Context: an optimization exercise on an open-source flow, tuned for small area and a short achievable clock period. The choices shown serve that exercise and are no tape-out recipe.
The RTL was checked by simulation tests, not by an equivalence proof against the original design.
Power is estimated from default activity; no workload was simulated.

// div_signed
module div_signed(clock, clken, numer, denom, quotient, remain);
==> module div_signed, before the edit <==
module div_signed(clock, clken, numer, denom, quotient, remain);
   input clock;
   input clken;
   input [31:0] numer;
   input [31:0] denom;
   output [31:0] quotient;
   output [31:0] remain;
   reg [31:0] quotient;
   reg [31:0] remain;
   function [32:0] ks_carry;
      input [31:0] gi;
      input [31:0] pi;
      reg [32:0] g, p;
      integer i, k;
      begin
         g = {gi, 1'b1};
         p = {pi, 1'b1};
         for (k = 1; k < 33; k = k * 2)
           for (i = 32; i >= 0; i = i - 1)
             if ((i / k) % 2 == 1) begin
                g[i] = g[i] | (p[i] & g[(i / k) * k - 1]);
                p[i] = p[i] & p[(i / k) * k - 1];
             end
         ks_carry = g;
      end
   endfunction
   reg [31:0] n0;
   reg [31:0] d0;
   always @(posedge clock)
     if (clken) begin
        n0 <= numer;
        d0 <= denom;
     end
   wire [31:0] an = n0[31] ? (~n0 + 32'd1) : n0;
   wire [31:0] ad = d0[31] ? (~d0 + 32'd1) : d0;
   wire        nmin = n0 == 32'h80000000;
   wire        dz   = d0 == 32'd0;
   wire        d1s  = (d0 == 32'd1) | (d0 == 32'hffffffff);
   wire        g1   = dz | (d1s & nmin);
   reg [31:0]  d1;
   reg [0:0]   r1;
   reg [31:0]  nq1;    
   reg         sn1;    
   reg         sq1;    
   always @(posedge clock)
     if (clken) begin
        d1  <= ad;
        r1  <= nmin & ~d1s;
        nq1 <= {an[30:0], g1};
        sn1 <= n0[31];
        sq1 <= n0[31] ^ d0[31];
     end
   genvar j;
   generate
      for (j = 2; j <= 31; j = j + 1) begin : st
         wire [31:0]  dp;
         wire [j-2:0] rp;
         wire [31:0]  nqp;
         wire         snp, sqp;
         if (j == 2) begin : from1
            assign dp = d1;
            assign rp = r1;
            assign nqp = nq1;
            assign snp = sn1;
            assign sqp = sq1;
         end else begin : fromj
            assign dp = st[j-1].d;
            assign rp = st[j-1].r;
            assign nqp = st[j-1].nq;
            assign snp = st[j-1].sn;
            assign sqp = st[j-1].sq;
         end
         wire [j-1:0] rr = {rp, nqp[31]};
         wire [j:0]   df;
         wire [j:0]   cy;
         assign df[j-1:0] = ~(rr ^ dp[j-1:0] ^ cy[j-1:0]);
         assign df[j] = ~cy[j];
         assign cy = ks_carry(rr & ~dp[j-1:0], rr | ~dp[j-1:0]);
         wire         g  = ~|dp[31:j] & cy[j];
         reg [31:0]  d;
         reg [j-1:0] r;
         reg [31:0]  nq;
         reg         sn, sq;
         always @(posedge clock)
           if (clken) begin
              d  <= dp;
              r  <= g ? df[j-1:0] : rr;
              nq <= {nqp[30:0], g};
              sn <= snp;
              sq <= sqp;
           end
      end
   endgenerate
   wire [31:0] dl  = st[31].d;
   wire [31:0] rl  = {st[31].r, st[31].nq[31]};
   wire [30:0] ql  = st[31].nq[30:0];
   wire [32:0] dfl = {1'b0, rl} - {1'b0, dl};
   wire        gl  = ~dfl[32];
   wire [31:0] ndf = dl - rl;           
   wire [31:0] nrl = ~rl + 32'd1;       
   wire [30:0] nql = ~ql + 31'd1;       
   always @(posedge clock)
     if (clken) begin
        remain <= st[31].sn ? (gl ? ndf : nrl) : (gl ? dfl[31:0] : rl);
        quotient <= st[31].sq ? (gl ? {~ql, 1'b1} : {nql, 1'b0}) : {ql, gl};
     end
endmodule
==> flow/config.mk <==
export PLATFORM = sky130hd
export DESIGN_NAME = div_signed
export DESIGN_NICKNAME = div_signed
export VERILOG_FILES = /design/flow/design.v
export SDC_FILE = /design/flow/constraint.sdc
export NUM_CORES = 4
export LEC_CHECK = 0
export CAP_MARGIN = 20
export CORE_MARGIN = 2
export CORE_UTILIZATION = 40
export CTS_BUF_LIST = sky130_fd_sc_hd__clkbuf_8
export CTS_CLUSTER_SIZE = 30
export SETUP_SLACK_MARGIN = 2.6
export SLEW_MARGIN = 20
==> flow/constraint.sdc <==
create_clock -name core_clock -period 5.5 [get_ports {clock}]
set_input_delay 1.1000 -clock core_clock [delete_from_list [all_inputs] [get_ports {clock}]]
set_output_delay 1.1000 -clock core_clock [all_outputs]
set_load 0.01 [all_outputs]
standard.sh (not shown) runs the stock make flow with config.mk's settings and CLKGATE_MAP_FILE= SYNTH_SCRIPT=/design/flow/synth_recipe.tcl, a recipe that flattens the netlist after the stock synthesis.
==> flow/flow/run.sh <==
#!/bin/bash
# Own layout flow: the standard flow (standard.sh), with one change in
# synthesis: the combinational logic is mapped by ABC with a delay-driven
# script (flow/abc_map.script) instead of ORFS's default speed script, and no
# half/full adder cells are extracted before ABC, so that ABC sees the whole
# adder logic.  Registers are mapped exactly as in the standard synthesis.
set -euo pipefail
here=$(pwd)
flowdir=$(cd "$(dirname "${BASH_SOURCE[0]}")" && pwd)

# a copy of ORFS's scripts with the ABC script replaced
rm -rf "$here/scripts"
cp -r "$FLOW_HOME/scripts" "$here/scripts"
cp "$flowdir/abc_map.script" "$here/scripts/abc_speed.script"

# standard.sh with the changed scripts folder and no adder-cell map
sed -e "s|^make -C \(.*\) DESIGN_CONFIG=|make -C \1 SCRIPTS_DIR=$here/scripts ADDER_MAP_FILE= DESIGN_CONFIG=|" \
    "$here/standard.sh" > "$here/own_standard.sh"
grep -q "SCRIPTS_DIR=$here/scripts" "$here/own_standard.sh"

bash "$here/own_standard.sh" > "$here/make.log" 2>&1
==> flow/flow/abc_map.script <==
strash
dch
map -D 1500
buffer -c
topo
stime -c
upsize -c
dnsize -c
Next try:
--- a/flow/design.v
+++ b/flow/design.v
@@ -80,28 +80,36 @@
          wire         g  = ~|dp[31:j] & cy[j];
          reg [31:0]  d;
          reg [j-1:0] r;
          reg [31:0]  nq;
          reg         sn, sq;
+         wire [j-1:0] rn = ({j{clken & g}} & df[j-1:0]) |
+                           ({j{clken & ~g}} & rr) |
+                           ({j{~clken}} & r);
+         always @(posedge clock)
+           r <= rn;
          always @(posedge clock)
            if (clken) begin
               d  <= dp;
-              r  <= g ? df[j-1:0] : rr;
               nq <= {nqp[30:0], g};
               sn <= snp;
               sq <= sqp;
            end
       end
    endgenerate
    wire [31:0] dl  = st[31].d;
    wire [31:0] rl  = {st[31].r, st[31].nq[31]};
    wire [30:0] ql  = st[31].nq[30:0];
-   wire [32:0] dfl = {1'b0, rl} - {1'b0, dl};
-   wire        gl  = ~dfl[32];
-   wire [31:0] ndf = dl - rl;           
-   wire [31:0] nrl = ~rl + 32'd1;       
-   wire [30:0] nql = ~ql + 31'd1;       
+   wire [32:0] cdf = ks_carry(rl & ~dl, rl | ~dl);    
+   wire [32:0] cnd = ks_carry(dl & ~rl, dl | ~rl);    
+   wire [32:0] cnr = ks_carry(32'd0, ~rl);            
+   wire [32:0] cnq = ks_carry(32'd0, {1'b0, ~ql});    
+   wire [32:0] dfl = {~cdf[32], ~(rl ^ dl) ^ cdf[31:0]};
+   wire        gl  = cdf[32];
+   wire [31:0] ndf = ~(dl ^ rl) ^ cnd[31:0];          
+   wire [31:0] nrl = ~rl ^ cnr[31:0];                 
+   wire [30:0] nql = ~ql ^ cnq[30:0];                 
    always @(posedge clock)
      if (clken) begin
         remain <= st[31].sn ? (gl ? ndf : nrl) : (gl ? dfl[31:0] : rl);
         quotient <= st[31].sq ? (gl ? {~ql, 1'b1} : {nql, 1'b0}) : {ql, gl};
      end
Via count rises by 1.7%.
Critical path depth rises by 4.
Worst setup slack improved by 4.5 ps.
First-iteration DRC count falls by 2.7%.
Register-to-register slack is about the same.
Final cell count rises by 1.3%.
Clock power is about the same.
Hold slack got worse by 29 ps.
Die area falls by 1.4%.

[separate check: timing with driven ports]
Ports are ideal in the flow. The routed layouts listed here were re-timed in OpenROAD.
Step 1 (the two cells are an assumption about what drives the block):
set clk [get_ports {clock}]
set_driving_cell -lib_cell sky130_fd_sc_hd__clkbuf_16 $clk
set_driving_cell -lib_cell sky130_fd_sc_hd__buf_2 [delete_from_list [all_inputs] $clk]
Step 2 moves the port delays by t, midway between the first and last clock arrival at a register: inputs arrive t later, outputs are due t later. That takes back most of the time a late clock gives input paths.
a / b / c = no drivers / after step 1 / after step 2; a / b = the first two.
run	shift t [ns]	setup WS [ns]	worst setup path after step 2	worst data-port slew with drivers (ns)
the first run	1.059	2.624 / 2.624 / 2.364	input to register	0.09
the second run	1.066	2.629 / 2.629 / 1.957	input to register	0.10
After both steps every run listed still meets setup and hold. For the second run, which loses most, drivers alone change the setup slack by 0.000 ns; drivers and shift together by -0.672 ns.
